Background: an optimization exercise with open tools, aiming at small area, a short achievable clock period and few clock cycles per item. Do not read the settings as production practice. Only simulation tests tie the RTL to the original design; equivalence was not proved. Power and IR drop assume default switching activity.

File: flow/design.v
module WallaceTreeMultiplier (
    input                   clk,
    input                   rst,
    input  logic [31:0]     a,
    input  logic [31:0]     b,
    input  logic            start,
    input  logic [1:0]      mul_type,
    output logic            done,
    output logic [63:0]     p
);
  localparam logic [2:0] IDLE = 3'd0, G0 = 3'd1, G1 = 3'd2, G2 = 3'd3, G3 = 3'd4,
                         FIN = 3'd5, DN = 3'd6;
  logic [2:0]  st;
  logic        done_q;   
  logic [32:0] A;        
  logic        corr;     
  logic [31:0] PB;       
  logic [32:0] S, C;  
  logic [7:0]  Ls, Lc;   
  logic        n3d;      
  wire sa = (mul_type == 2'b01) || (mul_type == 2'b10);
  wire sb = (mul_type == 2'b01);
  wire grp = (st == G0) || (st == G1) || (st == G2) || (st == G3);
  function automatic logic [2:0] benc(input logic x2, input logic x1, input logic x0);
    benc = {x2, (x2 & ~x1 & ~x0) | (~x2 & x1 & x0), x1 ^ x0};
  endfunction
  logic [3:0] neg;
  wire [8:0] bn = (st == IDLE) ? {b[7:0], 1'b0} : PB[15:7];
  logic [3:0] neg_l, one_l, two_l;
  always_ff @(posedge clk) begin
    for (int k = 0; k < 4; k++)
      {neg_l[k], two_l[k], one_l[k]} <= benc(bn[2*k+2], bn[2*k+1], bn[2*k]);
  end
  wire [3:0] neg_h = neg_l, one_h = one_l, two_h = two_l;
  assign neg = neg_l;
  wire [34:0] Ae = {A[32], A[32], A};
  wire [35:0] Ae2 = {Ae, 1'b0};
  wire [34:0] m0 = {({18{one_h[0]}} & Ae[34:17]) | ({18{two_h[0]}} & Ae2[34:17]),
                       ({17{one_l[0]}} & Ae[16:0]) | ({17{two_l[0]}} & Ae2[16:0])};
  wire [34:0] r0 = {~(m0[34] ^ neg_h[0]), m0[33:17] ^ {17{neg_h[0]}}, m0[16:0] ^ {17{neg_l[0]}}};
  wire [34:0] m1 = {({18{one_h[1]}} & Ae[34:17]) | ({18{two_h[1]}} & Ae2[34:17]),
                       ({17{one_l[1]}} & Ae[16:0]) | ({17{two_l[1]}} & Ae2[16:0])};
  wire [34:0] r1 = {~(m1[34] ^ neg_h[1]), m1[33:17] ^ {17{neg_h[1]}}, m1[16:0] ^ {17{neg_l[1]}}};
  wire [34:0] m2 = {({18{one_h[2]}} & Ae[34:17]) | ({18{two_h[2]}} & Ae2[34:17]),
                       ({17{one_l[2]}} & Ae[16:0]) | ({17{two_l[2]}} & Ae2[16:0])};
  wire [34:0] r2 = {~(m2[34] ^ neg_h[2]), m2[33:17] ^ {17{neg_h[2]}}, m2[16:0] ^ {17{neg_l[2]}}};
  wire [34:0] m3 = {({18{one_h[3]}} & Ae[34:17]) | ({18{two_h[3]}} & Ae2[34:17]),
                       ({17{one_l[3]}} & Ae[16:0]) | ({17{two_l[3]}} & Ae2[16:0])};
  wire [34:0] r3 = {~(m3[34] ^ neg_h[3]), m3[33:17] ^ {17{neg_h[3]}}, m3[16:0] ^ {17{neg_l[3]}}};
  logic [132:0] tfs, tfc;
  logic [9:0] ths, thc;
  assign tfs[0] = S[0] ^ C[0] ^ neg_l[0];
  assign tfc[0] = (S[0] & C[0]) | (S[0] & neg_l[0]) | (C[0] & neg_l[0]);
  assign ths[0] = S[2] ^ C[2];
  assign thc[0] = S[2] & C[2];
  assign ths[1] = S[3] ^ C[3];
  assign thc[1] = S[3] & C[3];
  assign tfs[1] = S[4] ^ C[4] ^ neg_l[2];
  assign tfc[1] = (S[4] & C[4]) | (S[4] & neg_l[2]) | (C[4] & neg_l[2]);
  assign ths[2] = r0[4] ^ r1[2];
  assign thc[2] = r0[4] & r1[2];
  assign tfs[2] = S[5] ^ C[5] ^ r0[5];
  assign tfc[2] = (S[5] & C[5]) | (S[5] & r0[5]) | (C[5] & r0[5]);
  assign ths[3] = r1[3] ^ r2[1];
  assign thc[3] = r1[3] & r2[1];
  assign tfs[3] = S[6] ^ C[6] ^ r0[6];
  assign tfc[3] = (S[6] & C[6]) | (S[6] & r0[6]) | (C[6] & r0[6]);
  assign tfs[4] = r1[4] ^ r2[2] ^ r3[0];
  assign tfc[4] = (r1[4] & r2[2]) | (r1[4] & r3[0]) | (r2[2] & r3[0]);
  assign tfs[5] = S[7] ^ C[7] ^ r0[7];
  assign tfc[5] = (S[7] & C[7]) | (S[7] & r0[7]) | (C[7] & r0[7]);
  assign tfs[6] = r1[5] ^ r2[3] ^ r3[1];
  assign tfc[6] = (r1[5] & r2[3]) | (r1[5] & r3[1]) | (r2[3] & r3[1]);
  assign tfs[7] = S[8] ^ C[8] ^ r0[8];
  assign tfc[7] = (S[8] & C[8]) | (S[8] & r0[8]) | (C[8] & r0[8]);
  assign tfs[8] = r1[6] ^ r2[4] ^ r3[2];
  assign tfc[8] = (r1[6] & r2[4]) | (r1[6] & r3[2]) | (r2[4] & r3[2]);
  assign tfs[9] = S[9] ^ C[9] ^ r0[9];
  assign tfc[9] = (S[9] & C[9]) | (S[9] & r0[9]) | (C[9] & r0[9]);
  assign tfs[10] = r1[7] ^ r2[5] ^ r3[3];
  assign tfc[10] = (r1[7] & r2[5]) | (r1[7] & r3[3]) | (r2[5] & r3[3]);
  assign tfs[11] = S[10] ^ C[10] ^ r0[10];
  assign tfc[11] = (S[10] & C[10]) | (S[10] & r0[10]) | (C[10] & r0[10]);
  assign tfs[12] = r1[8] ^ r2[6] ^ r3[4];
  assign tfc[12] = (r1[8] & r2[6]) | (r1[8] & r3[4]) | (r2[6] & r3[4]);
  assign tfs[13] = S[11] ^ C[11] ^ r0[11];
  assign tfc[13] = (S[11] & C[11]) | (S[11] & r0[11]) | (C[11] & r0[11]);
  assign tfs[14] = r1[9] ^ r2[7] ^ r3[5];
  assign tfc[14] = (r1[9] & r2[7]) | (r1[9] & r3[5]) | (r2[7] & r3[5]);
  assign tfs[15] = S[12] ^ C[12] ^ r0[12];
  assign tfc[15] = (S[12] & C[12]) | (S[12] & r0[12]) | (C[12] & r0[12]);
  assign tfs[16] = r1[10] ^ r2[8] ^ r3[6];
  assign tfc[16] = (r1[10] & r2[8]) | (r1[10] & r3[6]) | (r2[8] & r3[6]);
  assign tfs[17] = S[13] ^ C[13] ^ r0[13];
  assign tfc[17] = (S[13] & C[13]) | (S[13] & r0[13]) | (C[13] & r0[13]);
  assign tfs[18] = r1[11] ^ r2[9] ^ r3[7];
  assign tfc[18] = (r1[11] & r2[9]) | (r1[11] & r3[7]) | (r2[9] & r3[7]);
  assign tfs[19] = S[14] ^ C[14] ^ r0[14];
  assign tfc[19] = (S[14] & C[14]) | (S[14] & r0[14]) | (C[14] & r0[14]);
  assign tfs[20] = r1[12] ^ r2[10] ^ r3[8];
  assign tfc[20] = (r1[12] & r2[10]) | (r1[12] & r3[8]) | (r2[10] & r3[8]);
  assign tfs[21] = S[15] ^ C[15] ^ r0[15];
  assign tfc[21] = (S[15] & C[15]) | (S[15] & r0[15]) | (C[15] & r0[15]);
  assign tfs[22] = r1[13] ^ r2[11] ^ r3[9];
  assign tfc[22] = (r1[13] & r2[11]) | (r1[13] & r3[9]) | (r2[11] & r3[9]);
  assign tfs[23] = S[16] ^ C[16] ^ r0[16];
  assign tfc[23] = (S[16] & C[16]) | (S[16] & r0[16]) | (C[16] & r0[16]);
  assign tfs[24] = r1[14] ^ r2[12] ^ r3[10];
  assign tfc[24] = (r1[14] & r2[12]) | (r1[14] & r3[10]) | (r2[12] & r3[10]);
  assign tfs[25] = S[17] ^ C[17] ^ r0[17];
  assign tfc[25] = (S[17] & C[17]) | (S[17] & r0[17]) | (C[17] & r0[17]);
  assign tfs[26] = r1[15] ^ r2[13] ^ r3[11];
  assign tfc[26] = (r1[15] & r2[13]) | (r1[15] & r3[11]) | (r2[13] & r3[11]);
  assign tfs[27] = S[18] ^ C[18] ^ r0[18];
  assign tfc[27] = (S[18] & C[18]) | (S[18] & r0[18]) | (C[18] & r0[18]);
  assign tfs[28] = r1[16] ^ r2[14] ^ r3[12];
  assign tfc[28] = (r1[16] & r2[14]) | (r1[16] & r3[12]) | (r2[14] & r3[12]);
  assign tfs[29] = S[19] ^ C[19] ^ r0[19];
  assign tfc[29] = (S[19] & C[19]) | (S[19] & r0[19]) | (C[19] & r0[19]);
  assign tfs[30] = r1[17] ^ r2[15] ^ r3[13];
  assign tfc[30] = (r1[17] & r2[15]) | (r1[17] & r3[13]) | (r2[15] & r3[13]);
  assign tfs[31] = S[20] ^ C[20] ^ r0[20];
  assign tfc[31] = (S[20] & C[20]) | (S[20] & r0[20]) | (C[20] & r0[20]);
  assign tfs[32] = r1[18] ^ r2[16] ^ r3[14];
  assign tfc[32] = (r1[18] & r2[16]) | (r1[18] & r3[14]) | (r2[16] & r3[14]);
  assign tfs[33] = S[21] ^ C[21] ^ r0[21];
  assign tfc[33] = (S[21] & C[21]) | (S[21] & r0[21]) | (C[21] & r0[21]);
  assign tfs[34] = r1[19] ^ r2[17] ^ r3[15];
  assign tfc[34] = (r1[19] & r2[17]) | (r1[19] & r3[15]) | (r2[17] & r3[15]);
  assign tfs[35] = S[22] ^ C[22] ^ r0[22];
  assign tfc[35] = (S[22] & C[22]) | (S[22] & r0[22]) | (C[22] & r0[22]);
  assign tfs[36] = r1[20] ^ r2[18] ^ r3[16];
  assign tfc[36] = (r1[20] & r2[18]) | (r1[20] & r3[16]) | (r2[18] & r3[16]);
  assign tfs[37] = S[23] ^ C[23] ^ r0[23];
  assign tfc[37] = (S[23] & C[23]) | (S[23] & r0[23]) | (C[23] & r0[23]);
  assign tfs[38] = r1[21] ^ r2[19] ^ r3[17];
  assign tfc[38] = (r1[21] & r2[19]) | (r1[21] & r3[17]) | (r2[19] & r3[17]);
  assign tfs[39] = S[24] ^ C[24] ^ r0[24];
  assign tfc[39] = (S[24] & C[24]) | (S[24] & r0[24]) | (C[24] & r0[24]);
  assign tfs[40] = r1[22] ^ r2[20] ^ r3[18];
  assign tfc[40] = (r1[22] & r2[20]) | (r1[22] & r3[18]) | (r2[20] & r3[18]);
  assign tfs[41] = S[25] ^ C[25] ^ r0[25];
  assign tfc[41] = (S[25] & C[25]) | (S[25] & r0[25]) | (C[25] & r0[25]);
  assign tfs[42] = r1[23] ^ r2[21] ^ r3[19];
  assign tfc[42] = (r1[23] & r2[21]) | (r1[23] & r3[19]) | (r2[21] & r3[19]);
  assign tfs[43] = S[26] ^ C[26] ^ r0[26];
  assign tfc[43] = (S[26] & C[26]) | (S[26] & r0[26]) | (C[26] & r0[26]);
  assign tfs[44] = r1[24] ^ r2[22] ^ r3[20];
  assign tfc[44] = (r1[24] & r2[22]) | (r1[24] & r3[20]) | (r2[22] & r3[20]);
  assign tfs[45] = S[27] ^ C[27] ^ r0[27];
  assign tfc[45] = (S[27] & C[27]) | (S[27] & r0[27]) | (C[27] & r0[27]);
  assign tfs[46] = r1[25] ^ r2[23] ^ r3[21];
  assign tfc[46] = (r1[25] & r2[23]) | (r1[25] & r3[21]) | (r2[23] & r3[21]);
  assign tfs[47] = S[28] ^ C[28] ^ r0[28];
  assign tfc[47] = (S[28] & C[28]) | (S[28] & r0[28]) | (C[28] & r0[28]);
  assign tfs[48] = r1[26] ^ r2[24] ^ r3[22];
  assign tfc[48] = (r1[26] & r2[24]) | (r1[26] & r3[22]) | (r2[24] & r3[22]);
  assign tfs[49] = S[29] ^ C[29] ^ r0[29];
  assign tfc[49] = (S[29] & C[29]) | (S[29] & r0[29]) | (C[29] & r0[29]);
  assign tfs[50] = r1[27] ^ r2[25] ^ r3[23];
  assign tfc[50] = (r1[27] & r2[25]) | (r1[27] & r3[23]) | (r2[25] & r3[23]);
  assign tfs[51] = S[30] ^ C[30] ^ r0[30];
  assign tfc[51] = (S[30] & C[30]) | (S[30] & r0[30]) | (C[30] & r0[30]);
  assign tfs[52] = r1[28] ^ r2[26] ^ r3[24];
  assign tfc[52] = (r1[28] & r2[26]) | (r1[28] & r3[24]) | (r2[26] & r3[24]);
  assign tfs[53] = S[31] ^ C[31] ^ r0[31];
  assign tfc[53] = (S[31] & C[31]) | (S[31] & r0[31]) | (C[31] & r0[31]);
  assign tfs[54] = r1[29] ^ r2[27] ^ r3[25];
  assign tfc[54] = (r1[29] & r2[27]) | (r1[29] & r3[25]) | (r2[27] & r3[25]);
  assign tfs[55] = S[32] ^ C[32] ^ r0[32];
  assign tfc[55] = (S[32] & C[32]) | (S[32] & r0[32]) | (C[32] & r0[32]);
  assign tfs[56] = r1[30] ^ r2[28] ^ r3[26];
  assign tfc[56] = (r1[30] & r2[28]) | (r1[30] & r3[26]) | (r2[28] & r3[26]);
  assign tfs[57] = 1'b1 ^ r0[33] ^ r1[31];
  assign tfc[57] = (1'b1 & r0[33]) | (1'b1 & r1[31]) | (r0[33] & r1[31]);
  assign ths[4] = r2[29] ^ r3[27];
  assign thc[4] = r2[29] & r3[27];
  assign tfs[58] = r0[34] ^ r1[32] ^ r2[30];
  assign tfc[58] = (r0[34] & r1[32]) | (r0[34] & r2[30]) | (r1[32] & r2[30]);
  assign ths[5] = 1'b1 ^ r1[33];
  assign thc[5] = 1'b1 & r1[33];
  assign ths[6] = r0[0] ^ tfs[0];
  assign thc[6] = r0[0] & tfs[0];
  assign tfs[59] = S[1] ^ C[1] ^ tfc[0];
  assign tfc[59] = (S[1] & C[1]) | (S[1] & tfc[0]) | (C[1] & tfc[0]);
  assign tfs[60] = neg_l[1] ^ ths[0] ^ r0[2];
  assign tfc[60] = (neg_l[1] & ths[0]) | (neg_l[1] & r0[2]) | (ths[0] & r0[2]);
  assign tfs[61] = thc[0] ^ ths[1] ^ r0[3];
  assign tfc[61] = (thc[0] & ths[1]) | (thc[0] & r0[3]) | (ths[1] & r0[3]);
  assign tfs[62] = thc[1] ^ r2[0] ^ tfs[1];
  assign tfc[62] = (thc[1] & r2[0]) | (thc[1] & tfs[1]) | (r2[0] & tfs[1]);
  assign tfs[63] = tfc[1] ^ thc[2] ^ ths[3];
  assign tfc[63] = (tfc[1] & thc[2]) | (tfc[1] & ths[3]) | (thc[2] & ths[3]);
  assign tfs[64] = thc[3] ^ tfc[2] ^ tfs[3];
  assign tfc[64] = (thc[3] & tfc[2]) | (thc[3] & tfs[3]) | (tfc[2] & tfs[3]);
  assign tfs[65] = tfc[3] ^ tfc[4] ^ tfs[5];
  assign tfc[65] = (tfc[3] & tfc[4]) | (tfc[3] & tfs[5]) | (tfc[4] & tfs[5]);
  assign tfs[66] = tfc[5] ^ tfc[6] ^ tfs[7];
  assign tfc[66] = (tfc[5] & tfc[6]) | (tfc[5] & tfs[7]) | (tfc[6] & tfs[7]);
  assign tfs[67] = tfc[7] ^ tfc[8] ^ tfs[9];
  assign tfc[67] = (tfc[7] & tfc[8]) | (tfc[7] & tfs[9]) | (tfc[8] & tfs[9]);
  assign tfs[68] = tfc[9] ^ tfc[10] ^ tfs[11];
  assign tfc[68] = (tfc[9] & tfc[10]) | (tfc[9] & tfs[11]) | (tfc[10] & tfs[11]);
  assign tfs[69] = tfc[11] ^ tfc[12] ^ tfs[13];
  assign tfc[69] = (tfc[11] & tfc[12]) | (tfc[11] & tfs[13]) | (tfc[12] & tfs[13]);
  assign tfs[70] = tfc[13] ^ tfc[14] ^ tfs[15];
  assign tfc[70] = (tfc[13] & tfc[14]) | (tfc[13] & tfs[15]) | (tfc[14] & tfs[15]);
  assign tfs[71] = tfc[15] ^ tfc[16] ^ tfs[17];
  assign tfc[71] = (tfc[15] & tfc[16]) | (tfc[15] & tfs[17]) | (tfc[16] & tfs[17]);
  assign tfs[72] = tfc[17] ^ tfc[18] ^ tfs[19];
  assign tfc[72] = (tfc[17] & tfc[18]) | (tfc[17] & tfs[19]) | (tfc[18] & tfs[19]);
  assign tfs[73] = tfc[19] ^ tfc[20] ^ tfs[21];
  assign tfc[73] = (tfc[19] & tfc[20]) | (tfc[19] & tfs[21]) | (tfc[20] & tfs[21]);
  assign tfs[74] = tfc[21] ^ tfc[22] ^ tfs[23];
  assign tfc[74] = (tfc[21] & tfc[22]) | (tfc[21] & tfs[23]) | (tfc[22] & tfs[23]);
  assign tfs[75] = tfc[23] ^ tfc[24] ^ tfs[25];
  assign tfc[75] = (tfc[23] & tfc[24]) | (tfc[23] & tfs[25]) | (tfc[24] & tfs[25]);
  assign tfs[76] = tfc[25] ^ tfc[26] ^ tfs[27];
  assign tfc[76] = (tfc[25] & tfc[26]) | (tfc[25] & tfs[27]) | (tfc[26] & tfs[27]);
  assign tfs[77] = tfc[27] ^ tfc[28] ^ tfs[29];
  assign tfc[77] = (tfc[27] & tfc[28]) | (tfc[27] & tfs[29]) | (tfc[28] & tfs[29]);
  assign tfs[78] = tfc[29] ^ tfc[30] ^ tfs[31];
  assign tfc[78] = (tfc[29] & tfc[30]) | (tfc[29] & tfs[31]) | (tfc[30] & tfs[31]);
  assign tfs[79] = tfc[31] ^ tfc[32] ^ tfs[33];
  assign tfc[79] = (tfc[31] & tfc[32]) | (tfc[31] & tfs[33]) | (tfc[32] & tfs[33]);
  assign tfs[80] = tfc[33] ^ tfc[34] ^ tfs[35];
  assign tfc[80] = (tfc[33] & tfc[34]) | (tfc[33] & tfs[35]) | (tfc[34] & tfs[35]);
  assign tfs[81] = tfc[35] ^ tfc[36] ^ tfs[37];
  assign tfc[81] = (tfc[35] & tfc[36]) | (tfc[35] & tfs[37]) | (tfc[36] & tfs[37]);
  assign tfs[82] = tfc[37] ^ tfc[38] ^ tfs[39];
  assign tfc[82] = (tfc[37] & tfc[38]) | (tfc[37] & tfs[39]) | (tfc[38] & tfs[39]);
  assign tfs[83] = tfc[39] ^ tfc[40] ^ tfs[41];
  assign tfc[83] = (tfc[39] & tfc[40]) | (tfc[39] & tfs[41]) | (tfc[40] & tfs[41]);
  assign tfs[84] = tfc[41] ^ tfc[42] ^ tfs[43];
  assign tfc[84] = (tfc[41] & tfc[42]) | (tfc[41] & tfs[43]) | (tfc[42] & tfs[43]);
  assign tfs[85] = tfc[43] ^ tfc[44] ^ tfs[45];
  assign tfc[85] = (tfc[43] & tfc[44]) | (tfc[43] & tfs[45]) | (tfc[44] & tfs[45]);
  assign tfs[86] = tfc[45] ^ tfc[46] ^ tfs[47];
  assign tfc[86] = (tfc[45] & tfc[46]) | (tfc[45] & tfs[47]) | (tfc[46] & tfs[47]);
  assign tfs[87] = tfc[47] ^ tfc[48] ^ tfs[49];
  assign tfc[87] = (tfc[47] & tfc[48]) | (tfc[47] & tfs[49]) | (tfc[48] & tfs[49]);
  assign tfs[88] = tfc[49] ^ tfc[50] ^ tfs[51];
  assign tfc[88] = (tfc[49] & tfc[50]) | (tfc[49] & tfs[51]) | (tfc[50] & tfs[51]);
  assign tfs[89] = tfc[51] ^ tfc[52] ^ tfs[53];
  assign tfc[89] = (tfc[51] & tfc[52]) | (tfc[51] & tfs[53]) | (tfc[52] & tfs[53]);
  assign tfs[90] = tfc[53] ^ tfc[54] ^ tfs[55];
  assign tfc[90] = (tfc[53] & tfc[54]) | (tfc[53] & tfs[55]) | (tfc[54] & tfs[55]);
  assign tfs[91] = ths[4] ^ tfc[55] ^ tfc[56];
  assign tfc[91] = (ths[4] & tfc[55]) | (ths[4] & tfc[56]) | (tfc[55] & tfc[56]);
  assign tfs[92] = r3[28] ^ thc[4] ^ tfc[57];
  assign tfc[92] = (r3[28] & thc[4]) | (r3[28] & tfc[57]) | (thc[4] & tfc[57]);
  assign tfs[93] = r2[31] ^ r3[29] ^ ths[5];
  assign tfc[93] = (r2[31] & r3[29]) | (r2[31] & ths[5]) | (r3[29] & ths[5]);
  assign tfs[94] = r1[34] ^ r2[32] ^ r3[30];
  assign tfc[94] = (r1[34] & r2[32]) | (r1[34] & r3[30]) | (r2[32] & r3[30]);
  assign ths[7] = 1'b1 ^ r2[33];
  assign thc[7] = 1'b1 & r2[33];
  assign ths[8] = k8 ^ ths[6];
  assign thc[8] = k8 & ths[6];
  assign tfs[95] = r0[1] ^ thc[6] ^ tfs[59];
  assign tfc[95] = (r0[1] & thc[6]) | (r0[1] & tfs[59]) | (thc[6] & tfs[59]);
  assign tfs[96] = r1[0] ^ tfc[59] ^ tfs[60];
  assign tfc[96] = (r1[0] & tfc[59]) | (r1[0] & tfs[60]) | (tfc[59] & tfs[60]);
  assign tfs[97] = r1[1] ^ tfc[60] ^ tfs[61];
  assign tfc[97] = (r1[1] & tfc[60]) | (r1[1] & tfs[61]) | (tfc[60] & tfs[61]);
  assign tfs[98] = ths[2] ^ tfc[61] ^ tfs[62];
  assign tfc[98] = (ths[2] & tfc[61]) | (ths[2] & tfs[62]) | (tfc[61] & tfs[62]);
  assign tfs[99] = tfc[62] ^ tfs[2] ^ tfs[63];
  assign tfc[99] = (tfc[62] & tfs[2]) | (tfc[62] & tfs[63]) | (tfs[2] & tfs[63]);
  assign tfs[100] = tfs[4] ^ tfc[63] ^ tfs[64];
  assign tfc[100] = (tfs[4] & tfc[63]) | (tfs[4] & tfs[64]) | (tfc[63] & tfs[64]);
  assign tfs[101] = tfs[6] ^ tfc[64] ^ tfs[65];
  assign tfc[101] = (tfs[6] & tfc[64]) | (tfs[6] & tfs[65]) | (tfc[64] & tfs[65]);
  assign tfs[102] = tfs[8] ^ tfc[65] ^ tfs[66];
  assign tfc[102] = (tfs[8] & tfc[65]) | (tfs[8] & tfs[66]) | (tfc[65] & tfs[66]);
  assign tfs[103] = tfs[10] ^ tfc[66] ^ tfs[67];
  assign tfc[103] = (tfs[10] & tfc[66]) | (tfs[10] & tfs[67]) | (tfc[66] & tfs[67]);
  assign tfs[104] = tfs[12] ^ tfc[67] ^ tfs[68];
  assign tfc[104] = (tfs[12] & tfc[67]) | (tfs[12] & tfs[68]) | (tfc[67] & tfs[68]);
  assign tfs[105] = tfs[14] ^ tfc[68] ^ tfs[69];
  assign tfc[105] = (tfs[14] & tfc[68]) | (tfs[14] & tfs[69]) | (tfc[68] & tfs[69]);
  assign tfs[106] = tfs[16] ^ tfc[69] ^ tfs[70];
  assign tfc[106] = (tfs[16] & tfc[69]) | (tfs[16] & tfs[70]) | (tfc[69] & tfs[70]);
  assign tfs[107] = tfs[18] ^ tfc[70] ^ tfs[71];
  assign tfc[107] = (tfs[18] & tfc[70]) | (tfs[18] & tfs[71]) | (tfc[70] & tfs[71]);
  assign tfs[108] = tfs[20] ^ tfc[71] ^ tfs[72];
  assign tfc[108] = (tfs[20] & tfc[71]) | (tfs[20] & tfs[72]) | (tfc[71] & tfs[72]);
  assign tfs[109] = tfs[22] ^ tfc[72] ^ tfs[73];
  assign tfc[109] = (tfs[22] & tfc[72]) | (tfs[22] & tfs[73]) | (tfc[72] & tfs[73]);
  assign tfs[110] = tfs[24] ^ tfc[73] ^ tfs[74];
  assign tfc[110] = (tfs[24] & tfc[73]) | (tfs[24] & tfs[74]) | (tfc[73] & tfs[74]);
  assign tfs[111] = tfs[26] ^ tfc[74] ^ tfs[75];
  assign tfc[111] = (tfs[26] & tfc[74]) | (tfs[26] & tfs[75]) | (tfc[74] & tfs[75]);
  assign tfs[112] = tfs[28] ^ tfc[75] ^ tfs[76];
  assign tfc[112] = (tfs[28] & tfc[75]) | (tfs[28] & tfs[76]) | (tfc[75] & tfs[76]);
  assign tfs[113] = tfs[30] ^ tfc[76] ^ tfs[77];
  assign tfc[113] = (tfs[30] & tfc[76]) | (tfs[30] & tfs[77]) | (tfc[76] & tfs[77]);
  assign tfs[114] = tfs[32] ^ tfc[77] ^ tfs[78];
  assign tfc[114] = (tfs[32] & tfc[77]) | (tfs[32] & tfs[78]) | (tfc[77] & tfs[78]);
  assign tfs[115] = tfs[34] ^ tfc[78] ^ tfs[79];
  assign tfc[115] = (tfs[34] & tfc[78]) | (tfs[34] & tfs[79]) | (tfc[78] & tfs[79]);
  assign tfs[116] = tfs[36] ^ tfc[79] ^ tfs[80];
  assign tfc[116] = (tfs[36] & tfc[79]) | (tfs[36] & tfs[80]) | (tfc[79] & tfs[80]);
  assign tfs[117] = tfs[38] ^ tfc[80] ^ tfs[81];
  assign tfc[117] = (tfs[38] & tfc[80]) | (tfs[38] & tfs[81]) | (tfc[80] & tfs[81]);
  assign tfs[118] = tfs[40] ^ tfc[81] ^ tfs[82];
  assign tfc[118] = (tfs[40] & tfc[81]) | (tfs[40] & tfs[82]) | (tfc[81] & tfs[82]);
  assign tfs[119] = tfs[42] ^ tfc[82] ^ tfs[83];
  assign tfc[119] = (tfs[42] & tfc[82]) | (tfs[42] & tfs[83]) | (tfc[82] & tfs[83]);
  assign tfs[120] = tfs[44] ^ tfc[83] ^ tfs[84];
  assign tfc[120] = (tfs[44] & tfc[83]) | (tfs[44] & tfs[84]) | (tfc[83] & tfs[84]);
  assign tfs[121] = tfs[46] ^ tfc[84] ^ tfs[85];
  assign tfc[121] = (tfs[46] & tfc[84]) | (tfs[46] & tfs[85]) | (tfc[84] & tfs[85]);
  assign tfs[122] = tfs[48] ^ tfc[85] ^ tfs[86];
  assign tfc[122] = (tfs[48] & tfc[85]) | (tfs[48] & tfs[86]) | (tfc[85] & tfs[86]);
  assign tfs[123] = tfs[50] ^ tfc[86] ^ tfs[87];
  assign tfc[123] = (tfs[50] & tfc[86]) | (tfs[50] & tfs[87]) | (tfc[86] & tfs[87]);
  assign tfs[124] = tfs[52] ^ tfc[87] ^ tfs[88];
  assign tfc[124] = (tfs[52] & tfc[87]) | (tfs[52] & tfs[88]) | (tfc[87] & tfs[88]);
  assign tfs[125] = tfs[54] ^ tfc[88] ^ tfs[89];
  assign tfc[125] = (tfs[54] & tfc[88]) | (tfs[54] & tfs[89]) | (tfc[88] & tfs[89]);
  assign tfs[126] = tfs[56] ^ tfc[89] ^ tfs[90];
  assign tfc[126] = (tfs[56] & tfc[89]) | (tfs[56] & tfs[90]) | (tfc[89] & tfs[90]);
  assign tfs[127] = tfs[57] ^ tfs[91] ^ tfc[90];
  assign tfc[127] = (tfs[57] & tfs[91]) | (tfs[57] & tfc[90]) | (tfs[91] & tfc[90]);
  assign tfs[128] = tfs[58] ^ tfc[91] ^ tfs[92];
  assign tfc[128] = (tfs[58] & tfc[91]) | (tfs[58] & tfs[92]) | (tfc[91] & tfs[92]);
  assign tfs[129] = tfc[58] ^ tfs[93] ^ tfc[92];
  assign tfc[129] = (tfc[58] & tfs[93]) | (tfc[58] & tfc[92]) | (tfs[93] & tfc[92]);
  assign tfs[130] = thc[5] ^ tfs[94] ^ tfc[93];
  assign tfc[130] = (thc[5] & tfs[94]) | (thc[5] & tfc[93]) | (tfs[94] & tfc[93]);
  assign tfs[131] = r3[31] ^ ths[7] ^ tfc[94];
  assign tfc[131] = (r3[31] & ths[7]) | (r3[31] & tfc[94]) | (ths[7] & tfc[94]);
  assign tfs[132] = r2[34] ^ r3[32] ^ thc[7];
  assign tfc[132] = (r2[34] & r3[32]) | (r2[34] & thc[7]) | (r3[32] & thc[7]);
  assign ths[9] = 1'b1 ^ r3[33];
  assign thc[9] = 1'b1 & r3[33];
  wire [42:0] ts = {1'b0, 1'b1, r3[34], ths[9], tfs[132], tfs[131], tfs[130], tfc[128], tfc[127], tfc[126], tfc[125], tfc[124], tfc[123], tfc[122], tfc[121], tfc[120], tfc[119], tfc[118], tfc[117], tfc[116], tfc[115], tfc[114], tfc[113], tfc[112], tfc[111], tfc[110], tfc[109], tfc[108], tfc[107], tfc[106], tfc[105], tfc[104], tfc[103], tfc[102], tfc[101], tfc[100], tfc[99], tfc[98], tfc[97], tfc[96], tfc[95], thc[8], ths[8]};
  wire [42:0] tc = {1'b0, 1'b0, thc[9], tfc[132], tfc[131], tfc[130], tfc[129], tfs[129], tfs[128], tfs[127], tfs[126], tfs[125], tfs[124], tfs[123], tfs[122], tfs[121], tfs[120], tfs[119], tfs[118], tfs[117], tfs[116], tfs[115], tfs[114], tfs[113], tfs[112], tfs[111], tfs[110], tfs[109], tfs[108], tfs[107], tfs[106], tfs[105], tfs[104], tfs[103], tfs[102], tfs[101], tfs[100], tfs[99], tfs[98], tfs[97], tfs[96], tfs[95], lo_c8};
  wire x6 = Ls[6] ^ Lc[6] ^ n3d;
  wire k7 = (Ls[6] & Lc[6]) | (Ls[6] & n3d) | (Lc[6] & n3d);
  wire x7 = Ls[7] ^ Lc[7] ^ k7;
  wire k8 = (Ls[7] & Lc[7]) | (Ls[7] & k7) | (Lc[7] & k7);
  wire [31:0] ca = corr ? A[31:0] : 32'd0;
  wire [31:0] fu = S[31:0] ^ C[31:0] ^ ca;
  wire [31:0] fv = ((S[31:0] ^ C[31:0]) & ca) | (S[31:0] & C[31:0]);
  wire [39:0] ax = {fu, x7, x6, Ls[5:0]};
  wire [39:0] ay = {fv[30:0], k8, 2'b00, Lc[5:0]};
  logic [39:0] ad_s;
  logic ad_co;
  logic [40:0] ad_c;   
  always_comb begin
    logic [40:0] g, p;
    g = {ax & ay, 1'b0};
    p = {ax ^ ay, 1'b0};
    begin
      logic [40:0] g0, p0;
      g0 = g; p0 = p;
      g[1] = g0[1] | (p0[1] & g0[0]); p[1] = p0[1] & p0[0];
      g[2] = g0[2] | (p0[2] & g0[1]); p[2] = p0[2] & p0[1];
      g[3] = g0[3] | (p0[3] & g0[2]); p[3] = p0[3] & p0[2];
      g[4] = g0[4] | (p0[4] & g0[3]); p[4] = p0[4] & p0[3];
      g[5] = g0[5] | (p0[5] & g0[4]); p[5] = p0[5] & p0[4];
      g[6] = g0[6] | (p0[6] & g0[5]); p[6] = p0[6] & p0[5];
      g[7] = g0[7] | (p0[7] & g0[6]); p[7] = p0[7] & p0[6];
      g[8] = g0[8] | (p0[8] & g0[7]); p[8] = p0[8] & p0[7];
      g[9] = g0[9] | (p0[9] & g0[8]); p[9] = p0[9] & p0[8];
      g[10] = g0[10] | (p0[10] & g0[9]); p[10] = p0[10] & p0[9];
      g[11] = g0[11] | (p0[11] & g0[10]); p[11] = p0[11] & p0[10];
      g[12] = g0[12] | (p0[12] & g0[11]); p[12] = p0[12] & p0[11];
      g[13] = g0[13] | (p0[13] & g0[12]); p[13] = p0[13] & p0[12];
      g[14] = g0[14] | (p0[14] & g0[13]); p[14] = p0[14] & p0[13];
      g[15] = g0[15] | (p0[15] & g0[14]); p[15] = p0[15] & p0[14];
      g[16] = g0[16] | (p0[16] & g0[15]); p[16] = p0[16] & p0[15];
      g[17] = g0[17] | (p0[17] & g0[16]); p[17] = p0[17] & p0[16];
      g[18] = g0[18] | (p0[18] & g0[17]); p[18] = p0[18] & p0[17];
      g[19] = g0[19] | (p0[19] & g0[18]); p[19] = p0[19] & p0[18];
      g[20] = g0[20] | (p0[20] & g0[19]); p[20] = p0[20] & p0[19];
      g[21] = g0[21] | (p0[21] & g0[20]); p[21] = p0[21] & p0[20];
      g[22] = g0[22] | (p0[22] & g0[21]); p[22] = p0[22] & p0[21];
      g[23] = g0[23] | (p0[23] & g0[22]); p[23] = p0[23] & p0[22];
      g[24] = g0[24] | (p0[24] & g0[23]); p[24] = p0[24] & p0[23];
      g[25] = g0[25] | (p0[25] & g0[24]); p[25] = p0[25] & p0[24];
      g[26] = g0[26] | (p0[26] & g0[25]); p[26] = p0[26] & p0[25];
      g[27] = g0[27] | (p0[27] & g0[26]); p[27] = p0[27] & p0[26];
      g[28] = g0[28] | (p0[28] & g0[27]); p[28] = p0[28] & p0[27];
      g[29] = g0[29] | (p0[29] & g0[28]); p[29] = p0[29] & p0[28];
      g[30] = g0[30] | (p0[30] & g0[29]); p[30] = p0[30] & p0[29];
      g[31] = g0[31] | (p0[31] & g0[30]); p[31] = p0[31] & p0[30];
      g[32] = g0[32] | (p0[32] & g0[31]); p[32] = p0[32] & p0[31];
      g[33] = g0[33] | (p0[33] & g0[32]); p[33] = p0[33] & p0[32];
      g[34] = g0[34] | (p0[34] & g0[33]); p[34] = p0[34] & p0[33];
      g[35] = g0[35] | (p0[35] & g0[34]); p[35] = p0[35] & p0[34];
      g[36] = g0[36] | (p0[36] & g0[35]); p[36] = p0[36] & p0[35];
      g[37] = g0[37] | (p0[37] & g0[36]); p[37] = p0[37] & p0[36];
      g[38] = g0[38] | (p0[38] & g0[37]); p[38] = p0[38] & p0[37];
      g[39] = g0[39] | (p0[39] & g0[38]); p[39] = p0[39] & p0[38];
      g[40] = g0[40] | (p0[40] & g0[39]); p[40] = p0[40] & p0[39];
    end
    begin
      logic [40:0] g0, p0;
      g0 = g; p0 = p;
      g[2] = g0[2] | (p0[2] & g0[0]); p[2] = p0[2] & p0[0];
      g[3] = g0[3] | (p0[3] & g0[1]); p[3] = p0[3] & p0[1];
      g[4] = g0[4] | (p0[4] & g0[2]); p[4] = p0[4] & p0[2];
      g[5] = g0[5] | (p0[5] & g0[3]); p[5] = p0[5] & p0[3];
      g[6] = g0[6] | (p0[6] & g0[4]); p[6] = p0[6] & p0[4];
      g[7] = g0[7] | (p0[7] & g0[5]); p[7] = p0[7] & p0[5];
      g[8] = g0[8] | (p0[8] & g0[6]); p[8] = p0[8] & p0[6];
      g[9] = g0[9] | (p0[9] & g0[7]); p[9] = p0[9] & p0[7];
      g[10] = g0[10] | (p0[10] & g0[8]); p[10] = p0[10] & p0[8];
      g[11] = g0[11] | (p0[11] & g0[9]); p[11] = p0[11] & p0[9];
      g[12] = g0[12] | (p0[12] & g0[10]); p[12] = p0[12] & p0[10];
      g[13] = g0[13] | (p0[13] & g0[11]); p[13] = p0[13] & p0[11];
      g[14] = g0[14] | (p0[14] & g0[12]); p[14] = p0[14] & p0[12];
      g[15] = g0[15] | (p0[15] & g0[13]); p[15] = p0[15] & p0[13];
      g[16] = g0[16] | (p0[16] & g0[14]); p[16] = p0[16] & p0[14];
      g[17] = g0[17] | (p0[17] & g0[15]); p[17] = p0[17] & p0[15];
      g[18] = g0[18] | (p0[18] & g0[16]); p[18] = p0[18] & p0[16];
      g[19] = g0[19] | (p0[19] & g0[17]); p[19] = p0[19] & p0[17];
      g[20] = g0[20] | (p0[20] & g0[18]); p[20] = p0[20] & p0[18];
      g[21] = g0[21] | (p0[21] & g0[19]); p[21] = p0[21] & p0[19];
      g[22] = g0[22] | (p0[22] & g0[20]); p[22] = p0[22] & p0[20];
      g[23] = g0[23] | (p0[23] & g0[21]); p[23] = p0[23] & p0[21];
      g[24] = g0[24] | (p0[24] & g0[22]); p[24] = p0[24] & p0[22];
      g[25] = g0[25] | (p0[25] & g0[23]); p[25] = p0[25] & p0[23];
      g[26] = g0[26] | (p0[26] & g0[24]); p[26] = p0[26] & p0[24];
      g[27] = g0[27] | (p0[27] & g0[25]); p[27] = p0[27] & p0[25];
      g[28] = g0[28] | (p0[28] & g0[26]); p[28] = p0[28] & p0[26];
      g[29] = g0[29] | (p0[29] & g0[27]); p[29] = p0[29] & p0[27];
      g[30] = g0[30] | (p0[30] & g0[28]); p[30] = p0[30] & p0[28];
      g[31] = g0[31] | (p0[31] & g0[29]); p[31] = p0[31] & p0[29];
      g[32] = g0[32] | (p0[32] & g0[30]); p[32] = p0[32] & p0[30];
      g[33] = g0[33] | (p0[33] & g0[31]); p[33] = p0[33] & p0[31];
      g[34] = g0[34] | (p0[34] & g0[32]); p[34] = p0[34] & p0[32];
      g[35] = g0[35] | (p0[35] & g0[33]); p[35] = p0[35] & p0[33];
      g[36] = g0[36] | (p0[36] & g0[34]); p[36] = p0[36] & p0[34];
      g[37] = g0[37] | (p0[37] & g0[35]); p[37] = p0[37] & p0[35];
      g[38] = g0[38] | (p0[38] & g0[36]); p[38] = p0[38] & p0[36];
      g[39] = g0[39] | (p0[39] & g0[37]); p[39] = p0[39] & p0[37];
      g[40] = g0[40] | (p0[40] & g0[38]); p[40] = p0[40] & p0[38];
    end
    begin
      logic [40:0] g0, p0;
      g0 = g; p0 = p;
      g[4] = g0[4] | (p0[4] & g0[0]); p[4] = p0[4] & p0[0];
      g[5] = g0[5] | (p0[5] & g0[1]); p[5] = p0[5] & p0[1];
      g[6] = g0[6] | (p0[6] & g0[2]); p[6] = p0[6] & p0[2];
      g[7] = g0[7] | (p0[7] & g0[3]); p[7] = p0[7] & p0[3];
      g[8] = g0[8] | (p0[8] & g0[4]); p[8] = p0[8] & p0[4];
      g[9] = g0[9] | (p0[9] & g0[5]); p[9] = p0[9] & p0[5];
      g[10] = g0[10] | (p0[10] & g0[6]); p[10] = p0[10] & p0[6];
      g[11] = g0[11] | (p0[11] & g0[7]); p[11] = p0[11] & p0[7];
      g[12] = g0[12] | (p0[12] & g0[8]); p[12] = p0[12] & p0[8];
      g[13] = g0[13] | (p0[13] & g0[9]); p[13] = p0[13] & p0[9];
      g[14] = g0[14] | (p0[14] & g0[10]); p[14] = p0[14] & p0[10];
      g[15] = g0[15] | (p0[15] & g0[11]); p[15] = p0[15] & p0[11];
      g[16] = g0[16] | (p0[16] & g0[12]); p[16] = p0[16] & p0[12];
      g[17] = g0[17] | (p0[17] & g0[13]); p[17] = p0[17] & p0[13];
      g[18] = g0[18] | (p0[18] & g0[14]); p[18] = p0[18] & p0[14];
      g[19] = g0[19] | (p0[19] & g0[15]); p[19] = p0[19] & p0[15];
      g[20] = g0[20] | (p0[20] & g0[16]); p[20] = p0[20] & p0[16];
      g[21] = g0[21] | (p0[21] & g0[17]); p[21] = p0[21] & p0[17];
      g[22] = g0[22] | (p0[22] & g0[18]); p[22] = p0[22] & p0[18];
      g[23] = g0[23] | (p0[23] & g0[19]); p[23] = p0[23] & p0[19];
      g[24] = g0[24] | (p0[24] & g0[20]); p[24] = p0[24] & p0[20];
      g[25] = g0[25] | (p0[25] & g0[21]); p[25] = p0[25] & p0[21];
      g[26] = g0[26] | (p0[26] & g0[22]); p[26] = p0[26] & p0[22];
      g[27] = g0[27] | (p0[27] & g0[23]); p[27] = p0[27] & p0[23];
      g[28] = g0[28] | (p0[28] & g0[24]); p[28] = p0[28] & p0[24];
      g[29] = g0[29] | (p0[29] & g0[25]); p[29] = p0[29] & p0[25];
      g[30] = g0[30] | (p0[30] & g0[26]); p[30] = p0[30] & p0[26];
      g[31] = g0[31] | (p0[31] & g0[27]); p[31] = p0[31] & p0[27];
      g[32] = g0[32] | (p0[32] & g0[28]); p[32] = p0[32] & p0[28];
      g[33] = g0[33] | (p0[33] & g0[29]); p[33] = p0[33] & p0[29];
      g[34] = g0[34] | (p0[34] & g0[30]); p[34] = p0[34] & p0[30];
      g[35] = g0[35] | (p0[35] & g0[31]); p[35] = p0[35] & p0[31];
      g[36] = g0[36] | (p0[36] & g0[32]); p[36] = p0[36] & p0[32];
      g[37] = g0[37] | (p0[37] & g0[33]); p[37] = p0[37] & p0[33];
      g[38] = g0[38] | (p0[38] & g0[34]); p[38] = p0[38] & p0[34];
      g[39] = g0[39] | (p0[39] & g0[35]); p[39] = p0[39] & p0[35];
      g[40] = g0[40] | (p0[40] & g0[36]); p[40] = p0[40] & p0[36];
    end
    begin
      logic [40:0] g0, p0;
      g0 = g; p0 = p;
      g[8] = g0[8] | (p0[8] & g0[0]); p[8] = p0[8] & p0[0];
      g[9] = g0[9] | (p0[9] & g0[1]); p[9] = p0[9] & p0[1];
      g[10] = g0[10] | (p0[10] & g0[2]); p[10] = p0[10] & p0[2];
      g[11] = g0[11] | (p0[11] & g0[3]); p[11] = p0[11] & p0[3];
      g[12] = g0[12] | (p0[12] & g0[4]); p[12] = p0[12] & p0[4];
      g[13] = g0[13] | (p0[13] & g0[5]); p[13] = p0[13] & p0[5];
      g[14] = g0[14] | (p0[14] & g0[6]); p[14] = p0[14] & p0[6];
      g[15] = g0[15] | (p0[15] & g0[7]); p[15] = p0[15] & p0[7];
      g[16] = g0[16] | (p0[16] & g0[8]); p[16] = p0[16] & p0[8];
      g[17] = g0[17] | (p0[17] & g0[9]); p[17] = p0[17] & p0[9];
      g[18] = g0[18] | (p0[18] & g0[10]); p[18] = p0[18] & p0[10];
      g[19] = g0[19] | (p0[19] & g0[11]); p[19] = p0[19] & p0[11];
      g[20] = g0[20] | (p0[20] & g0[12]); p[20] = p0[20] & p0[12];
      g[21] = g0[21] | (p0[21] & g0[13]); p[21] = p0[21] & p0[13];
      g[22] = g0[22] | (p0[22] & g0[14]); p[22] = p0[22] & p0[14];
      g[23] = g0[23] | (p0[23] & g0[15]); p[23] = p0[23] & p0[15];
      g[24] = g0[24] | (p0[24] & g0[16]); p[24] = p0[24] & p0[16];
      g[25] = g0[25] | (p0[25] & g0[17]); p[25] = p0[25] & p0[17];
      g[26] = g0[26] | (p0[26] & g0[18]); p[26] = p0[26] & p0[18];
      g[27] = g0[27] | (p0[27] & g0[19]); p[27] = p0[27] & p0[19];
      g[28] = g0[28] | (p0[28] & g0[20]); p[28] = p0[28] & p0[20];
      g[29] = g0[29] | (p0[29] & g0[21]); p[29] = p0[29] & p0[21];
      g[30] = g0[30] | (p0[30] & g0[22]); p[30] = p0[30] & p0[22];
      g[31] = g0[31] | (p0[31] & g0[23]); p[31] = p0[31] & p0[23];
      g[32] = g0[32] | (p0[32] & g0[24]); p[32] = p0[32] & p0[24];
      g[33] = g0[33] | (p0[33] & g0[25]); p[33] = p0[33] & p0[25];
      g[34] = g0[34] | (p0[34] & g0[26]); p[34] = p0[34] & p0[26];
      g[35] = g0[35] | (p0[35] & g0[27]); p[35] = p0[35] & p0[27];
      g[36] = g0[36] | (p0[36] & g0[28]); p[36] = p0[36] & p0[28];
      g[37] = g0[37] | (p0[37] & g0[29]); p[37] = p0[37] & p0[29];
      g[38] = g0[38] | (p0[38] & g0[30]); p[38] = p0[38] & p0[30];
      g[39] = g0[39] | (p0[39] & g0[31]); p[39] = p0[39] & p0[31];
      g[40] = g0[40] | (p0[40] & g0[32]); p[40] = p0[40] & p0[32];
    end
    begin
      logic [40:0] g0, p0;
      g0 = g; p0 = p;
      g[16] = g0[16] | (p0[16] & g0[0]); p[16] = p0[16] & p0[0];
      g[17] = g0[17] | (p0[17] & g0[1]); p[17] = p0[17] & p0[1];
      g[18] = g0[18] | (p0[18] & g0[2]); p[18] = p0[18] & p0[2];
      g[19] = g0[19] | (p0[19] & g0[3]); p[19] = p0[19] & p0[3];
      g[20] = g0[20] | (p0[20] & g0[4]); p[20] = p0[20] & p0[4];
      g[21] = g0[21] | (p0[21] & g0[5]); p[21] = p0[21] & p0[5];
      g[22] = g0[22] | (p0[22] & g0[6]); p[22] = p0[22] & p0[6];
      g[23] = g0[23] | (p0[23] & g0[7]); p[23] = p0[23] & p0[7];
      g[24] = g0[24] | (p0[24] & g0[8]); p[24] = p0[24] & p0[8];
      g[25] = g0[25] | (p0[25] & g0[9]); p[25] = p0[25] & p0[9];
      g[26] = g0[26] | (p0[26] & g0[10]); p[26] = p0[26] & p0[10];
      g[27] = g0[27] | (p0[27] & g0[11]); p[27] = p0[27] & p0[11];
      g[28] = g0[28] | (p0[28] & g0[12]); p[28] = p0[28] & p0[12];
      g[29] = g0[29] | (p0[29] & g0[13]); p[29] = p0[29] & p0[13];
      g[30] = g0[30] | (p0[30] & g0[14]); p[30] = p0[30] & p0[14];
      g[31] = g0[31] | (p0[31] & g0[15]); p[31] = p0[31] & p0[15];
      g[32] = g0[32] | (p0[32] & g0[16]); p[32] = p0[32] & p0[16];
      g[33] = g0[33] | (p0[33] & g0[17]); p[33] = p0[33] & p0[17];
      g[34] = g0[34] | (p0[34] & g0[18]); p[34] = p0[34] & p0[18];
      g[35] = g0[35] | (p0[35] & g0[19]); p[35] = p0[35] & p0[19];
      g[36] = g0[36] | (p0[36] & g0[20]); p[36] = p0[36] & p0[20];
      g[37] = g0[37] | (p0[37] & g0[21]); p[37] = p0[37] & p0[21];
      g[38] = g0[38] | (p0[38] & g0[22]); p[38] = p0[38] & p0[22];
      g[39] = g0[39] | (p0[39] & g0[23]); p[39] = p0[39] & p0[23];
      g[40] = g0[40] | (p0[40] & g0[24]); p[40] = p0[40] & p0[24];
    end
    begin
      logic [40:0] g0, p0;
      g0 = g; p0 = p;
      g[32] = g0[32] | (p0[32] & g0[0]); p[32] = p0[32] & p0[0];
      g[33] = g0[33] | (p0[33] & g0[1]); p[33] = p0[33] & p0[1];
      g[34] = g0[34] | (p0[34] & g0[2]); p[34] = p0[34] & p0[2];
      g[35] = g0[35] | (p0[35] & g0[3]); p[35] = p0[35] & p0[3];
      g[36] = g0[36] | (p0[36] & g0[4]); p[36] = p0[36] & p0[4];
      g[37] = g0[37] | (p0[37] & g0[5]); p[37] = p0[37] & p0[5];
      g[38] = g0[38] | (p0[38] & g0[6]); p[38] = p0[38] & p0[6];
      g[39] = g0[39] | (p0[39] & g0[7]); p[39] = p0[39] & p0[7];
      g[40] = g0[40] | (p0[40] & g0[8]); p[40] = p0[40] & p0[8];
    end
    ad_s = (ax ^ ay) ^ g[39:0];
    ad_co = g[40];
    ad_c = g;
  end
  wire [7:0] lo = ad_s[7:0];
  wire lo_c8 = ad_c[8];
  wire [31:0] phi = ad_s[39:8];
  wire zop = (A == 33'd0) || (PB == 32'd0);
  always_ff @(posedge clk) begin
    if (rst) begin
      st <= IDLE;
      done_q <= 1'b0;
    end
    else begin
      done_q <= (st == FIN) || (st == G0 && zop) || (st == DN && start);
      case (st)
        IDLE: if (start) st <= G0;
        G0: st <= zop ? DN : G1;
        G1: st <= G2;
        G2: st <= G3;
        G3: st <= FIN;
        FIN: st <= DN;
        DN: if (!start) st <= IDLE;
        default: st <= IDLE;
      endcase
    end
  end
  wire zclr = (st == G0) && zop;
  always_ff @(posedge clk) begin
    A <= {sa & a[31], a};
    corr <= ~sb & b[31];
    C <= grp ? tc[40:8] : 33'd1 << 32;
    Ls <= grp ? ts[7:0] : 8'd0;
    Lc <= grp ? tc[7:0] : 8'd0;
    n3d <= grp ? neg[3] : 1'b0;
    if (st == IDLE) PB <= b;
    else if (zclr) PB <= '0;
    else if (grp || st == FIN) PB <= {lo, PB[31:8]};
    if (zclr) S <= '0;
    else if (st == IDLE) S <= 33'd1 << 32;
    else if (grp) S <= ts[40:8];
    else if (st == FIN) S[31:0] <= phi;
  end
  assign done = done_q;
  assign p = {S[31:0], PB};
endmodule
File: flow/flow/run.sh
#!/bin/bash
# Standard layout, with timing repair asked to leave a larger setup margin,
# plain buffers (not delay buffers) on the ports, and no dummy clock loads.
export SETUP_SLACK_MARGIN=7.55
export BUFFER_PORTS_ARGS="-buffer_cell sky130_fd_sc_hd__buf_1"
export CTS_ARGS="-sink_clustering_enable -repair_clock_nets -dont_use_dummy_load"
bash standard.sh > standard_run.log 2>&1
File: flow/standard.sh
#!/bin/bash
# synth_recipe.tcl (not shown) runs the flow's synth.tcl, then flattens the netlist and writes it again
# the make line also repeats each setting of config.mk as NAME=value (left out here)
make -C /OpenROAD-flow-scripts/flow DESIGN_CONFIG=/design/flow/config.mk WORK_HOME=/design/flow/orfs CLKGATE_MAP_FILE= SYNTH_SCRIPT=/design/flow/synth_recipe.tcl "${@:-finish}"
File: flow/config.mk
export PLATFORM = sky130hd
export DESIGN_NAME = WallaceTreeMultiplier
export DESIGN_NICKNAME = WallaceTreeMultiplier
export VERILOG_FILES = /design/flow/design.v
export SDC_FILE = /design/flow/constraint.sdc
export NUM_CORES = 4
export LEC_CHECK = 0
export CAP_MARGIN = 20
export CORE_MARGIN = 2
export CORE_UTILIZATION = 60
export PLACE_DENSITY = 0.7
export SLEW_MARGIN = 20
File: flow/constraint.sdc
create_clock -name core_clock -period 11.0 [get_ports {clk}]
set_input_delay 2.2000 -clock core_clock [delete_from_list [all_inputs] [get_ports {clk}]]
set_output_delay 2.2000 -clock core_clock [all_outputs]
set_load 0.01 [all_outputs]
==> results of run 1 <==
## cell families (layout without fill, tap and decap cells)
kind of cell / count (synthesis) / in the layout / share of synthesized area, %
DFF: 165 / 165 / 25.61
and+or+nand+nor: 298 / 298 / 10.48
muxes: 5 / 5 / 0.3538
buffers and inverters: 232 / 255 / 7.005
xor gates and xnor gates: 176 / 176 / 10.90
AOI/OAI and AO/OA: 360 / 360 / 17.97
adders and majority gates: 214 / 214 / 27.68
## stage by stage
| step | utilization [%] | cells |
|---|---|---|
| after global routing | 65.48 | 1792 |
| after global placement | 62.12 | 1762 |
| after CTS | 64.23 | 1780 |
| after floorplan | - | 1450 |
| final | 65.48 | 1792 |
| after detailed placement | 62.12 | 1762 |
## placed cells by master, fill, tap and decap left out, types with 29 or more instances in the layout
master      n
xor2_1     29
ha_1       35
xnor2_1   147
buf_1     133
and3_1     48
a21oi_1    54
nand2_1    94
edfxtp_1   32
a22oi_1   134
fa_1      165
and2_1     29
inv_1      73
dfxtp_1   104
nor2_1     47
o21ai_0    42
## area by class of cell
| cell class | count | area share, % |
|---|---|---|
| tap | 319 | 2.612 |
| timing repair buffer | 165 | 5.069 |
| clock buffer | 17 | 2.784 |
| sequential | 165 | 24.12 |
| inverter | 73 | 1.793 |
| multi-input combinational | 1053 | 63.62 |
## path summary, 6_finish.rpt
| check | start | to | slack [ns] |
|---|---|---|---|
| setup / recovery | S[18] | p[50] | 7.60 |
| hold / removal | neg_l[3] | n3d | 0.53 |
| hold reg to reg | neg_l[3] | n3d | 0.53 |
| setup reg to reg | one_l[2] | S[23] | 7.62 |
## repair_timing
action | CTS | global route
pin swaps | 1 | 5
buffers inserted | 1 | 11
endpoints found under the setup margin | 57 | 36
gates resized for setup | 24 | 55
## registers in the layout (all words and copies together) (netlist names)
register and flops:
C 33, st 3, neg_l 4, A 33
done_q 1, two_l 4, one_l 4, Ls 8
Lc 8, n3d 1, corr 1, PB 32
S 33
## worst register-to-register path, delay by kind of cell (launching register included)
family	cells	cell delay (ns)
xor gates and xnor gates	1	0.19
adders and majority gates	3	1.50
buffers and inverters	1	0.41
DFF	1	0.56
AOI/OAI and AO/OA	4	0.62
## metal layers
layer	vias up	part of all wire [%]	GRT usage (%)
li1	5005	-	-
met1	5674	42	47.96
met2	646	46	53.07
met3	89	9.6	6.966
met4	0	2.8	12.25
met5	-	0	0
## where the power goes
group	internal [mW]	switching [mW]
Clock	0.269	0.228
Combinational	1.40	1.73
Sequential	0.783	0.256
Total	2.46	2.21
==> qor.yml, run 1 <==
worst_setup_path:
  crit_chain: "buf_1"
  end_kind: "output pin"
  critPathTopFamily: "flip-flops"
  slowest_delay_ns: 0.51
  critPathArrivalTime_ns: 1.20
  crit_type: "reg2out"
  worstPathMaxFanout: 4
  reg2reg_depth: 9
  slowest_stage: "dfxtp_1"
  crit_cells: 1
  cp.required_ns: 8.80
  start_kind: "flip-flop"
  crit_buf_inv: 1
min_path:
  hold_depth: 1
  min_path_type: "reg2reg"
clock_tree:
  clkTransAtPathRegs_ns: 0.06
  cts_made_buffers: 17
  cts_sinks: 165
  clk-insertion-delay-late_ns: 0.44
  htreeDepth: 4
  ctsHoldBuffers: 0
  root_buffer: "clkbuf_16"
  cts_buffer_depth: 2
  cts_tree: "built"
sta:
  worst_slack_ns: 7.598
  slew_headroom_pct: 37.54
  hold_violations: 0
  period_minus_slack_ns: 3.402
  clock_skew_ns: 0.03532
  setup_violations: 0
  rsz0062_at_grt: "yes"
  tightest_slew_ns: 0.9369
  fin_setup_tns_ns: 0
  fin_hold_ws_ns: 0.5316
  drv_slew: 0
  max_freq_ghz: 0.2939
  fin_crit_sh_pct: 30.93
routing:
  avgRoutedWirePerCell_um: 23.15
  via_count: 11414
  drc_errors: 0
  drt_first_iter_violations: 1105
  drtAntennaViolNets: 0
  drt-total-wl_um: 41480
  drt-pass1-iter-count: 6
  viasPerCell: 6.369
power:
  power.leakage_nw: 6.270
  vdd_drop_max_mv: 0.1423
  power-per-cell-area_mw_per_mm2: 305.7
  power_mw: 4.670
die:
  ios: 134
  core_area_mm2: 0.02333
  die_area_mm2: 0.02482
  floorplan.initialDensity_pct: 60.63
  die_y_um: 157.6
  rows: 56
  die-width_um: 157.6
global_routing:
  grt_first_pass_wirelength_um: 64200
  grt_max_degree: 42
  grt_antenna_before_repair: 0
  grt_overflow_total: 0
  track_usage_pct: 34.28
  grt_pass1_vias: 11314
cells_and_area:
  n_antenna_cell: 0
  area_delta_synth_final_pct: 7.995
  multi_input_area_mm2: 0.009721
  postLayoutCellArea_mm2: 0.01528
  final_nets: 1758
  layout-drive-gt1-share_pct: 8.893
  fillCellCount: 1914
  regArea_mm2: 0.003685
place:
  port_buffers: 133
  pre_cts_ws_ns: 6.851
  dp_hpwl_um: 29830
  gp_congestion: 0.9168
  dpl_cell_area_mm2: 0.01450
logic_synthesis:
  synth_edf_count: 32
  avgSynthCellArea_um2: 9.757
  syn_nets: 1733
  yosysTopAreaCellShare_pct: 23.35
  synth.distinct_cells: 57
  ys_seq_area_share_pct: 25.61
  netlist_area_mm2: 0.01415
  synthFlopType: "dfxtp_1"
  synth.area.top_cells: "fa_1 (23%), dfxtp_1 (19%), xnor2_1 (9.1%)"
  syn_inst: 1450
  yosysMostFrequentCell: "fa_1"
  synth_seq_cells: 165
  async_flop_share_pct: 0
  yosys_warnings: 1
  synth_common_cells: "fa_1 (165), xnor2_1 (147), a22oi_1 (134), dfxtp_1 (133), clkbuf_1 (124)"
  synth_area_leader_cell: "fa_1"
run:
  cap_viol_max_count: 0
run_status:
  status: "finished clean"
Testbench counts, summed over its fixed seeds: cycles 15,028, items 2,000.
==> inputs of run 2 (changes only) <==
--- a/flow/config.mk
+++ b/flow/config.mk
@@ -7,6 +7,5 @@
 export LEC_CHECK = 0
 export CAP_MARGIN = 20
 export CORE_MARGIN = 2
-export CORE_UTILIZATION = 60
-export PLACE_DENSITY = 0.7
+export CORE_UTILIZATION = 40
 export SLEW_MARGIN = 20
==> qor.yml, run 2 <==
sta:
  drv_slew: 0  # unchanged
  fin_crit_sh_pct: 31.05  # +0.12 points
  rsz0062_at_grt: "yes"
  slew_headroom_pct: 27.91  # -9.6 points
  tightest_slew_ns: 1.081  # +0.1445 ns
  setup_violations: 0  # unchanged
  hold_violations: 0  # unchanged
  clock_skew_ns: 0.02536  # -0.009956 ns
  period_minus_slack_ns: 3.415  # +0.01298 ns
  fin_setup_tns_ns: 0  # unchanged
  max_freq_ghz: 0.2928  # -0.38%
global_routing:
  grt_first_pass_wirelength_um: 67420  # +5.0%
  grt_pass1_vias: 11212  # -0.90%
  grt_max_degree: 42  # unchanged
  grt_overflow_total: 0  # unchanged
  track_usage_pct: 24.38  # -9.9 points
  grt_antenna_before_repair: 0  # unchanged
worst_setup_path:
  crit_type: "reg2out"
  reg2reg_depth: 13  # +4
  r2r_start: "corr"
  crit_cells: 1  # unchanged
  critPathTopFamily: "flip-flops"
  slowest_stage: "dfxtp_1"
  rrSetupSlack_ns: 7.61  # about the same
  cp.required_ns: 8.80  # about the same
  start_kind: "flip-flop"
  end_kind: "output pin"
  crit_chain: "buf_1"
  slowest_delay_ns: 0.51  # about the same
  critPathArrivalTime_ns: 1.22  # +0.02 ns
  crit_buf_inv: 1  # unchanged
  r2r-end: "S[29]"
  worstPathMaxFanout: 4  # unchanged
run_status:
  status: "finished clean"
logic_synthesis:
  ys_seq_area_share_pct: 25.61  # unchanged
  synth_seq_cells: 165  # unchanged
  syn_inst: 1450  # unchanged
  yosys_warnings: 1  # unchanged
  synth_edf_count: 32  # unchanged
  async_flop_share_pct: 0  # unchanged
  syn_nets: 1733  # unchanged
  avgSynthCellArea_um2: 9.757  # unchanged
  yosysTopAreaCellShare_pct: 23.35  # unchanged
  synthFlopType: "dfxtp_1"
  synth.area.top_cells: "fa_1 (23%), dfxtp_1 (19%), xnor2_1 (9.1%)"
  synth_area_leader_cell: "fa_1"
  netlist_area_mm2: 0.01415  # unchanged
  yosysMostFrequentCell: "fa_1"
  synth.distinct_cells: 57  # unchanged
  synth_common_cells: "fa_1 (165), xnor2_1 (147), a22oi_1 (134), dfxtp_1 (133), clkbuf_1 (124)"
power:
  power.leakage_nw: 6.277  # +0.11%
  vdd_drop_max_mv: 0.1320  # -7.3%
  power-per-cell-area_mw_per_mm2: 309.7  # +1.3%
min_path:
  holdPathEnd: "S[0]"
  hold_depth: 2  # +1
  min_path_type: "reg2reg"
  min-delay-start: "S[0]"
place:
  dp_hpwl_um: 32000  # +7.3%
  port_buffers: 133  # unchanged
  gp_congestion: 0.8728  # -4.8%
routing:
  via_count: 11027  # -3.4%
  drt-pass1-iter-count: 5  # -1
  avgRoutedWirePerCell_um: 23.20  # +0.20%
  viasPerCell: 5.725  # -10%
  drc_errors: 0  # unchanged
  drtAntennaViolNets: 0  # unchanged
  drt-total-wl_um: 44670  # +7.7%
  drt_first_iter_violations: 860  # -22%
cells_and_area:
  final_nets: 1756  # -0.11%
  n_antenna_cell: 0  # unchanged
  final_cell_mix: "fa_1 (165), xnor2_1 (147), a22oi_1 (134)"
  reg_top3: "A x33, C x33, S x33"
  final_util_pct: 44.49  # -21 points
  mostFrequentLayoutCell: "fa_1"
  area_delta_synth_final_pct: 9.163
  layout-drive-gt1-share_pct: 8.362  # -0.53 points
die:
  ios: 134  # unchanged
  die_y_um: 192.1  # +22%
  die-width_um: 192.1  # +22%
  floorplan.initialDensity_pct: 40.75  # -20 points
  die_area_mm2: 0.03689  # +49%
  core_area_mm2: 0.03471  # +49%
  rows: 68  # +21%
clock_tree:
  htreeDepth: 4  # unchanged
  cts_buffer_depth: 2  # unchanged
  cts_sinks: 165  # unchanged
  cts_tree: "built"
  clkTransAtPathRegs_ns: 0.06  # about the same
  clk-insertion-delay-late_ns: 0.45  # about the same
  ctsHoldBuffers: 0  # unchanged
  root_buffer: "clkbuf_16"
  cts_made_buffers: 17  # unchanged
run:
  cap_viol_max_count: 0  # unchanged
## run 2: area by class of cell
cell class | count | area (µm²)
clock buffers | 17 | 425.4
repair buffers | 163 | 742.0
inverters | 73 | 274.0
well taps | 455 | 569.3
multi-input cells | 1053 | 9761
fillers | 3402 | 19270
flip-flops and latches | 165 | 3672
## run 2: worst max path at each step
| stage | startpoint | end | slack, ns |
|---|---|---|---|
| floorplan | corr | S[26] | 7.60 |
| global placement | corr | S[26] | 6.95 |
| detailed placement | corr | S[26] | 6.85 |
| CTS | A[0] | S[26] | 7.53 |
| global route | corr | S[29] | 7.46 |
| finish | S[21] | p[53] | 7.58 |
## run 2: cell families (layout without fill, tap and decap cells)
group | count (synthesis) | after routing | synth area share, %
and+or+nand+nor | 298 | 298 | 10.48
AOI/OAI and AO/OA | 360 | 360 | 17.97
adders and majority gates | 214 | 214 | 27.68
muxes | 5 | 5 | 0.3538
xor gates and xnor gates | 176 | 176 | 10.90
DFF | 165 | 165 | 25.61
buffers and inverters | 232 | 253 | 7.005
## run 2: routing by layer
layer | vias to the layer above | share of wire (%) | GRT usage (%)
met3 | 63 | 6.8 | 4.001
li1 | 4993 | - | -
met2 | 419 | 47 | 39.78
met1 | 5552 | 44 | 32.84
met5 | - | 0 | 0
met4 | 0 | 2.5 | 8.338
## run 2: stage by stage
step / hold slack [ns] / instance area, µm² / power (mW) / setup slack, ns / instances
final: 0.5862 / 15440 / 4.783 / 7.585 / 1926
after global routing: 0.6149 / 15440 / 5.235 / 7.465 / 1926
after CTS: 0.5845 / 15140 / 4.713 / 7.530 / 1916
after detailed placement: 0.5727 / 14670 / 4.197 / 6.846 / 1898
after global placement: 0.5626 / 14670 / 4.130 / 6.953 / 1898
after floorplan: 0.5202 / 14150 / 3.215 / 7.605 / 1450
## run 2: timing repair
item                                    CTS  global route
gates resized for setup                  18            53
pin swaps                                 1             8
buffers inserted                          1            10
endpoints found under the setup margin   28            44
## run 2: where the power goes
group | total [mW] | internal, mW | switching, mW
sequential | 1.07 | 0.784 | 0.289
clock | 0.501 | 0.268 | 0.233
combinational | 3.21 | 1.45 | 1.76

[port drivers added, routing unchanged]
The results above use ideal ports. As a check the final layouts listed here were re-extracted and re-timed, cells and wires unchanged. Step 1 (the two cells are an assumption about what drives the block):
set clk [get_ports {clk}]
set_driving_cell -lib_cell sky130_fd_sc_hd__clkbuf_16 $clk
set_driving_cell -lib_cell sky130_fd_sc_hd__buf_2 [delete_from_list [all_inputs] $clk]
Step 2, shift: input delay + t, output delay - t, t = (earliest + latest rising clock arrival at the registers) / 2. This alone moves slack from input paths to output paths. Three values: ideal ports, drivers, drivers and shift; two values: the first two.
run | t (ns) | slack for setup (ns) | worst register clock-pin slew, ns | worst data-port slew with drivers (ns) | pins driven straight from the clock port
run 1 | 0.478 | 7.598 / 7.545 / 7.622 | 0.08 / 0.08 | 0.05 | 1
run 2 | 0.489 | 7.585 / 7.536 / 7.606 | 0.08 / 0.08 | 0.07 | 1
After both steps setup and hold are still met in every run listed.
